What follows belongs to an exercise in optimizing a design on an open flow for small area and a short achievable clock period; a production flow would make more cautious choices.
Only simulation tests tie the RTL to the original design; equivalence was not proved.
Power is estimated from default activity; no workload was simulated.

==> 03-02 <==
Design KalmanFilter, start of the top module:
module KalmanFilter(
    input clk,
    input reset,
    input valid_in,
    input [7:0] z_k,
    output reg [7:0] x_k
);
==> flow/config.mk <==
export PLATFORM = sky130hd
export DESIGN_NAME = KalmanFilter
export DESIGN_NICKNAME = KalmanFilter
export VERILOG_FILES = /design/flow/design.v
export SDC_FILE = /design/flow/constraint.sdc
export NUM_CORES = 4
export LEC_CHECK = 0
export CAP_MARGIN = 20
export CORE_MARGIN = 2
export CORE_UTILIZATION = 30
export CTS_BUF_LIST = sky130_fd_sc_hd__clkbuf_4
export SLEW_MARGIN = 20
==> flow/constraint.sdc <==
create_clock -name core_clock -period 40.0 [get_ports {clk}]
set_input_delay 8.0000 -clock core_clock [delete_from_list [all_inputs] [get_ports {clk}]]
set_output_delay 8.0000 -clock core_clock [all_outputs]
set_load 0.01 [all_outputs]
standard.sh (not shown) runs the stock make flow with config.mk's settings and CLKGATE_MAP_FILE= SYNTH_SCRIPT=/design/flow/synth_recipe.tcl, a recipe that flattens the netlist after the stock synthesis.
==> flow/flow/run.sh <==
#!/bin/bash
# Layout flow: the standard flow (standard.sh) with these changes:
#  - synthesis keeps module kf_x (the logic that only depends on registers)
#    separate until technology mapping, maps it for area (flow/area.abc) and
#    the rest of the design for delay with area recovery and gate sizing
#    (flow/delay.abc),
#    instead of ORFS's single ABC script; the design is flattened afterwards
#    exactly as in the standard synthesis;
#  - full/half-adder extraction is skipped (ADDER_MAP_FILE left empty);
#  - ports are buffered with buf_2 cells.
# Registers, their names and cell types are those of the standard synthesis.
set -euo pipefail
here=$(pwd)
cat > my_synth.tcl <<EOT
proc abc {args} {
  set i [lsearch -exact \$args -script]
  set ax \$args; lset ax [expr {\$i + 1}] $here/flow/area.abc
  set at \$args; lset at [expr {\$i + 1}] $here/flow/delay.abc
  yosys abc {*}\$ax kf_x
  yosys abc {*}\$at KalmanFilter
}
source $here/synth_recipe.tcl
EOT
sed -e "s#SYNTH_SCRIPT=[^ ]*#SYNTH_SCRIPT=$here/my_synth.tcl ADDER_MAP_FILE=#" standard.sh > my_standard.sh
grep -q "my_synth.tcl ADDER_MAP_FILE=" my_standard.sh
export SYNTH_KEEP_MODULES=kf_x
export PRE_DETAIL_PLACE_TCL=$here/flow/pre_dp.tcl
export BUFFER_PORTS_ARGS="-buffer_cell sky130_fd_sc_hd__buf_2"
bash my_standard.sh > flow.log 2>&1
==> flow/flow/area.abc <==
strash
dch -f
amap
topo
stime -p
==> flow/flow/delay.abc <==
strash
dch -f
map -D 2500
topo
upsize -D 2300
dnsize -D 2300
topo
stime -p
==> flow/flow/pre_dp.tcl <==
# Output ports only drive the 0.01 pF port load: use buf_1 as their buffers.
foreach inst [[ord::get_db_block] getInsts] {
  set n [$inst getName]
  if {[string match "output*" $n] && [[$inst getMaster] getName] == "sky130_fd_sc_hd__buf_2"} {
    replace_cell $n sky130_fd_sc_hd__buf_1
  }
}
==> 07-27: changes against 03-02 <==
--- a/flow/flow/run.sh
+++ b/flow/flow/run.sh
@@ -2,8 +2,7 @@
 # Layout flow: the standard flow (standard.sh) with these changes:
 #  - synthesis keeps module kf_x (the logic that only depends on registers)
 #    separate until technology mapping, maps it for area (flow/area.abc) and
-#    the rest of the design for delay with area recovery and gate sizing
-#    (flow/delay.abc),
+#    the rest of the design for delay with area recovery (flow/delay.abc),
 #    instead of ORFS's single ABC script; the design is flattened afterwards
 #    exactly as in the standard synthesis;
 #  - full/half-adder extraction is skipped (ADDER_MAP_FILE left empty);
==> flow/flow/delay.abc (replaced) <==
strash
dch -f
map -D 2500
topo
stime -p
--- a/flow/config.mk
+++ b/flow/config.mk
@@ -7,6 +7,6 @@
 export LEC_CHECK = 0
 export CAP_MARGIN = 20
 export CORE_MARGIN = 2
-export CORE_UTILIZATION = 30
+export CORE_UTILIZATION = 40
 export CTS_BUF_LIST = sky130_fd_sc_hd__clkbuf_4
 export SLEW_MARGIN = 20
==> flow_metrics.tcl <==
set metrics [dict create \
    ir_worst_vdd_v 0.0000120 \
    outcome "finished clean" \
    r2r_cells 30 \
    clk-insertion-delay-late_ps 280 \
    grt_usage_pct 19.8 \
    synth_compound_area_share_pct 34.7 \
    yosysMostFrequentCell "nor2_1" \
    netSwitchingPower_mw 0.0263 \
    setup_slack_ps 28760 \
    utilization_pct 46.6 \
    multiInputGateArea_um2 1020 \
    dp_slack_ps 28540 \
    intPower_mw 0.0290 \
    grt_pass1_vias 1531 \
    dpl-instance-area_um2 1540 \
    cp-startpoint "z_k[7]" \
]
That was 07-27.
==> flow_metrics.tcl <==
set metrics [dict create \
    outcome "finished clean" \
    synth_compound_area_share_pct 35.9 \
    ant_nets 0 \
    dp_slack_ps 29050 \
    r2r_cells 28 \
    cp-startpoint "z_k[6]" \
    utilization_pct 35.0 \
    setup_slack_ps 29360 \
    netSwitchingPower_mw 0.0263 \
    intPower_mw 0.0302 \
    hp-class "reg -> reg" \
    p_seq_mw 0.0140 \
    multiInputGateArea_um2 1080 \
    grt_usage_pct 13.9 \
    nMultiInputCombCells 192 \
    clk-insertion-delay-late_ps 260 \
    yosysMostFrequentCell "nand2_1" \
    ir_worst_vdd_v 0.00000983 \
]
That was 03-02.


==> run K <==
Starting RTL as in the previous note.
## KalmanFilter
module KalmanFilter(
    input clk,
    input reset,
    input valid_in,
    input [7:0] z_k,
    output reg [7:0] x_k
);
==> flow/config.mk <==
export PLATFORM = sky130hd
export DESIGN_NAME = KalmanFilter
export DESIGN_NICKNAME = KalmanFilter
export VERILOG_FILES = /design/flow/design.v
export SDC_FILE = /design/flow/constraint.sdc
export NUM_CORES = 4
export LEC_CHECK = 0
export CAP_MARGIN = 20
export CORE_MARGIN = 2
export CORE_UTILIZATION = 40
export CTS_BUF_LIST = sky130_fd_sc_hd__clkbuf_2
export PLACE_DENSITY = 0.85
export SLEW_MARGIN = 20
==> flow/constraint.sdc <==
create_clock -name core_clock -period 40.0 [get_ports {clk}]
set_input_delay 8.0000 -clock core_clock [delete_from_list [all_inputs] [get_ports {clk}]]
set_output_delay 8.0000 -clock core_clock [all_outputs]
set_load 0.01 [all_outputs]
==> flow/flow/run.sh <==
#!/bin/bash
# Layout flow: the standard flow (standard.sh) with these changes:
#  - synthesis keeps module kf_x (the logic that only depends on registers)
#    separate until technology mapping, maps it for area (flow/area.abc) and
#    the rest of the design for delay with area recovery and gate sizing
#    (flow/delay.abc),
#    instead of ORFS's single ABC script; the design is flattened afterwards
#    exactly as in the standard synthesis;
#  - full/half-adder extraction is skipped (ADDER_MAP_FILE left empty);
#  - ports are buffered with buf_2 cells.
# Registers, their names and cell types are those of the standard synthesis.
set -euo pipefail
here=$(pwd)
cat > my_synth.tcl <<EOT
proc abc {args} {
  set i [lsearch -exact \$args -script]
  set ax \$args; lset ax [expr {\$i + 1}] $here/flow/area.abc
  set at \$args; lset at [expr {\$i + 1}] $here/flow/delay.abc
  yosys abc {*}\$ax kf_x
  yosys abc {*}\$at KalmanFilter
}
source $here/synth_recipe.tcl
EOT
sed -e "s#SYNTH_SCRIPT=[^ ]*#SYNTH_SCRIPT=$here/my_synth.tcl ADDER_MAP_FILE=#" standard.sh > my_standard.sh
grep -q "my_synth.tcl ADDER_MAP_FILE=" my_standard.sh
export SYNTH_KEEP_MODULES=kf_x
export PRE_DETAIL_PLACE_TCL=$here/flow/pre_dp.tcl
export BUFFER_PORTS_ARGS="-buffer_cell sky130_fd_sc_hd__buf_2"
bash my_standard.sh > flow.log 2>&1
==> flow/flow/delay.abc <==
strash
dch -f
map -D 2500
topo
upsize -D 2300
dnsize -D 2300
topo
stime -p
Scripts as last shown in full above: flow/flow/area.abc, flow/flow/pre_dp.tcl
==> run P (differences from run K) <==
--- a/flow/flow/run.sh
+++ b/flow/flow/run.sh
@@ -2,8 +2,7 @@
 # Layout flow: the standard flow (standard.sh) with these changes:
 #  - synthesis keeps module kf_x (the logic that only depends on registers)
 #    separate until technology mapping, maps it for area (flow/area.abc) and
-#    the rest of the design for delay with area recovery and gate sizing
-#    (flow/delay.abc),
+#    the rest of the design for delay with area recovery (flow/delay.abc),
 #    instead of ORFS's single ABC script; the design is flattened afterwards
 #    exactly as in the standard synthesis;
 #  - full/half-adder extraction is skipped (ADDER_MAP_FILE left empty);
==> flow/flow/delay.abc (replaced) <==
strash
dch -f
map -D 2500
topo
upsize -D 2200
dnsize -D 2200
topo
stime -p
CTS_BUF_LIST = sky130_fd_sc_hd__clkbuf_4   (was sky130_fd_sc_hd__clkbuf_2)
PLACE_DENSITY = default   (was 0.85)
==> run X (differences from run K) <==
--- a/flow/flow/run.sh
+++ b/flow/flow/run.sh
@@ -3,11 +3,12 @@
 #  - synthesis keeps module kf_x (the logic that only depends on registers)
 #    separate until technology mapping, maps it for area (flow/area.abc) and
 #    the rest of the design for delay with area recovery and gate sizing
-#    (flow/delay.abc),
-#    instead of ORFS's single ABC script; the design is flattened afterwards
+#    (flow/delay.abc), instead of ORFS's single ABC script; the design is flattened afterwards
 #    exactly as in the standard synthesis;
 #  - full/half-adder extraction is skipped (ADDER_MAP_FILE left empty);
-#  - ports are buffered with buf_2 cells.
+#  - input ports are buffered with buf_2 cells and output ports, which only
+#    drive the 0.01 pF port load, with buf_1 cells (flow/pre_dp.tcl swaps
+#    them before detailed placement).
 # Registers, their names and cell types are those of the standard synthesis.
 set -euo pipefail
 here=$(pwd)
@@ -26,4 +27,4 @@
 export SYNTH_KEEP_MODULES=kf_x
 export PRE_DETAIL_PLACE_TCL=$here/flow/pre_dp.tcl
 export BUFFER_PORTS_ARGS="-buffer_cell sky130_fd_sc_hd__buf_2"
-bash my_standard.sh > flow.log 2>&1
+bash my_standard.sh > flow.log 2>&1   # each ORFS step also logs to orfs/logs/
PLACE_DENSITY = 0.75   (was 0.85)
==> run H (differences from run K) <==
CTS_BUF_LIST = sky130_fd_sc_hd__clkbuf_4   (was sky130_fd_sc_hd__clkbuf_2)
PLACE_DENSITY = 0.75   (was 0.85)
==> summary.txt <==
Result of the run: run P finished clean; run K finished clean; run X finished clean; run H finished clean
Met3 Usage GRT: run P 0.0104; run K 0.00521; run X 0.00521; run H 0.00521
Power density normalized to cell area: run P 35.5 mW/mm2; run K 34.3 mW/mm2; run X 34.3 mW/mm2; run H 35.1 mW/mm2
Clock latency at the later pin of the worst-skew pair: run P 0.27 ns; run K 0.25 ns; run X 0.26 ns; run H 0.27 ns
Power Internal: run P 30.3 uW; run K 28.7 uW; run X 28.8 uW; run H 30.2 uW
Net switching power: run P 27.5 uW; run K 26.7 uW; run X 26.7 uW; run H 26.8 uW
Worst slew pin tran: run P 0.451 ns; run K 0.434 ns; run X 0.431 ns; run H 0.432 ns
Cell with the most instances on the worst path: run P -; run K -; run X a21oi_2; run H a21oi_2
FMAX: run P 94.0 MHz; run K 93.7 MHz; run X 94.4 MHz; run H 94.4 MHz
Critical Path Stages: run P 22; run K 23; run X 22; run H 22
Critical path data arrival time: run P 10.84 ns; run K 10.86 ns; run X 10.79 ns; run H 10.79 ns
Share of post-route cells with drive strength above 1: run P 0.141; run K 0.141; run X 0.141; run H 0.141
Relative area of non-clock buffer cells in the final design: run P 0.0493; run K 0.0496; run X 0.0495; run H 0.0493
Static power due to leakage: run P 0.000658 uW; run K 0.000655 uW; run X 0.000657 uW; run H 0.000658 uW
Length of routed met2 wiring: run P 1590 um; run K 1650 um; run X 1520 um; run H 1520 um
Biggest fanout along the worst timing path: run P 6; run K 6; run X 8; run H 8
Final cycle utilization of the critical path: run P 0.266; run K 0.267; run X 0.265; run H 0.265
Routed WL: run P 3570 um; run K 3530 um; run X 3390 um; run H 3390 um
Met2 usage: run P 0.336; run K 0.314; run X 0.307; run H 0.307
Detail Placement HPWL: run P 2940 um; run K 2940 um; run X 2820 um; run H 2820 um
Power Clock: run P 7.68 uW; run K 5.40 uW; run X 6.05 uW; run H 7.54 uW


==> lagoon: inputs <==
Starting RTL as in the previous note.
## KalmanFilter
module KalmanFilter(
    input clk,
    input reset,
    input valid_in,
    input [7:0] z_k,
    output reg [7:0] x_k
);
clock: 40.0 ns
lec_check: 0
cap_margin: 20
core_margin: 2
core_utilization: 40
cts_buf_list: sky130_fd_sc_hd__clkbuf_4
slew_margin: 20
==> flow/flow/run.sh <==
#!/bin/bash
# Layout flow: the standard flow (standard.sh) with these changes:
#  - synthesis keeps module kf_x (the logic that only depends on registers)
#    separate until technology mapping, maps it for area (flow/area.abc) and
#    the rest of the design for delay with area recovery and gate sizing
#    (flow/delay.abc),
#    instead of ORFS's single ABC script; the design is flattened afterwards
#    exactly as in the standard synthesis;
#  - full/half-adder extraction is skipped (ADDER_MAP_FILE left empty);
#  - ports are buffered with buf_2 cells.
# Registers, their names and cell types are those of the standard synthesis.
set -euo pipefail
here=$(pwd)
cat > my_synth.tcl <<EOT
proc abc {args} {
  set i [lsearch -exact \$args -script]
  set ax \$args; lset ax [expr {\$i + 1}] $here/flow/area.abc
  set at \$args; lset at [expr {\$i + 1}] $here/flow/delay.abc
  yosys abc {*}\$ax kf_x
  yosys abc {*}\$at KalmanFilter
}
source $here/synth_recipe.tcl
EOT
sed -e "s#SYNTH_SCRIPT=[^ ]*#SYNTH_SCRIPT=$here/my_synth.tcl ADDER_MAP_FILE=#" standard.sh > my_standard.sh
grep -q "my_synth.tcl ADDER_MAP_FILE=" my_standard.sh
export SYNTH_KEEP_MODULES=kf_x
export PRE_DETAIL_PLACE_TCL=$here/flow/pre_dp.tcl
export BUFFER_PORTS_ARGS="-buffer_cell sky130_fd_sc_hd__buf_2"
bash my_standard.sh > flow.log 2>&1
==> flow/flow/delay.abc <==
strash
dch -f
map -D 2800
topo
upsize -D 2500
dnsize -D 2500
topo
stime -p
Scripts as last shown in full above: flow/flow/area.abc, flow/flow/pre_dp.tcl
==> inputs of zinc, as changes to lagoon <==
--- a/flow/flow/run.sh
+++ b/flow/flow/run.sh
@@ -2,8 +2,7 @@
 # Layout flow: the standard flow (standard.sh) with these changes:
 #  - synthesis keeps module kf_x (the logic that only depends on registers)
 #    separate until technology mapping, maps it for area (flow/area.abc) and
-#    the rest of the design for delay with area recovery and gate sizing
-#    (flow/delay.abc),
+#    the rest of the design for delay with area recovery (flow/delay.abc),
 #    instead of ORFS's single ABC script; the design is flattened afterwards
 #    exactly as in the standard synthesis;
 #  - full/half-adder extraction is skipped (ADDER_MAP_FILE left empty);
==> flow/flow/delay.abc (replaced) <==
strash
dch -f
map -D 2500
topo
upsize -D 2300
dnsize -D 2300
topo
stime -p
==> inputs of raven, as changes to lagoon <==
==> flow/flow/delay.abc (replaced) <==
strash
dch -f
map -D 2500
topo
upsize -D 2300
dnsize -D 2300
topo
stime -p
Settings changed: CTS_BUF_LIST sky130_fd_sc_hd__clkbuf_4 to sky130_fd_sc_hd__clkbuf_2, PLACE_DENSITY set to 0.75.
==> inputs of nickel, as changes to lagoon <==
==> flow/flow/delay.abc (replaced) <==
strash
dch -f
map -D 2500
topo
upsize -D 2300
topo
stime -p
==> summary.txt <==
quantity                                                                 raven        zinc      lagoon      nickel
Clock group share of total power                                         0.109       0.133       0.134       0.135
Width of the die                                                       64.4 µm     64.4 µm     63.8 µm     64.8 µm
Die ar.                                                               4150 µm²    4150 µm²    4070 µm²    4200 µm²
Adder-cell share of the synthesized area                               0.00685     0.00685      0.0210     0.00676
Internal cell power                                                  0.0288 mW   0.0303 mW   0.0298 mW   0.0304 mW
Final Util                                                               0.474       0.476       0.470       0.457
Met3 wire len                                                            94 µm      145 µm       85 µm      115 µm
Fraction of the mapped netlist area in compound gates                    0.359       0.359       0.353       0.361
Half-perimeter wire length after detailed placement                    2.82 mm     2.94 mm     2.87 mm     3.07 mm
Data required time at the worst endpoint                              40.20 ns    40.21 ns    40.15 ns    40.21 ns
XOR/XNOR Fraction of Synth Area                                          0.108       0.108       0.116       0.107
Sequential fraction of total cell area                                   0.148       0.148       0.151       0.146
Source-to-sink clock delay at the later pin of the worst-skew pair     0.26 ns     0.27 ns     0.26 ns     0.27 ns
Outcome                                               timing/DRC/antenna clean  timing/DRC/antenna clean  timing/DRC/antenna clean  timing/DRC/antenna clean
Mapped cell area                                                      1460 µm²    1460 µm²    1430 µm²    1480 µm²

[re-timing with driven ports]
Ports are ideal in the flow. The routed layouts listed here were re-timed in OpenROAD.
Step 1, drivers: a clkbuf_16 drives clk and a buf_2 each remaining input, both assumed.
Step 2 moves the port delays by t, midway between the first and last clock arrival at a register: inputs arrive t later, outputs are due t later. That takes back most of the time a late clock gives input paths.
a / b / c = no drivers / after step 1 / after step 2; a / b = the first two.
| run | shift t [ns] | slack for setup (ns) | hold WS [ns] | worst register clock-pin slew, ns | worst data-port slew with drivers (ns) |
|---|---|---|---|---|---|
| 03-02 | 0.277 | 29.365 / 29.363 / 29.086 | 0.417 / 0.417 / 0.417 | 0.07 / 0.07 | 0.03 |
| 07-27 | 0.293 | 28.757 / 28.758 / 28.465 | 0.431 / 0.431 / 0.431 | 0.08 / 0.08 | 0.03 |
| run K | 0.268 | 29.330 / 29.330 / 29.062 | 0.432 / 0.432 / 0.432 | 0.10 / 0.10 | 0.03 |
| run P | 0.291 | 29.364 / 29.365 / 29.074 | 0.429 / 0.429 / 0.429 | 0.08 / 0.08 | 0.03 |
| run X | 0.278 | 29.405 / 29.405 / 29.127 | 0.423 / 0.423 / 0.423 | 0.12 / 0.12 | 0.03 |
| run H | 0.289 | 29.412 / 29.412 / 29.123 | 0.417 / 0.417 / 0.417 | 0.08 / 0.08 | 0.03 |
| lagoon | 0.282 | 29.085 / 29.084 / 28.802 | 0.420 / 0.420 / 0.420 | 0.07 / 0.07 | 0.03 |
| zinc | 0.291 | 29.364 / 29.365 / 29.074 | 0.429 / 0.429 / 0.429 | 0.08 / 0.08 | 0.03 |
| raven | 0.278 | 29.405 / 29.405 / 29.127 | 0.423 / 0.423 / 0.423 | 0.12 / 0.12 | 0.03 |
| nickel | 0.296 | 29.376 / 29.378 / 29.082 | 0.429 / 0.429 / 0.429 | 0.08 / 0.08 | 0.03 |
After both steps every run listed still meets setup and hold. For nickel, which loses most, drivers alone change the setup slack by +0.002 ns; drivers and shift together by -0.294 ns.
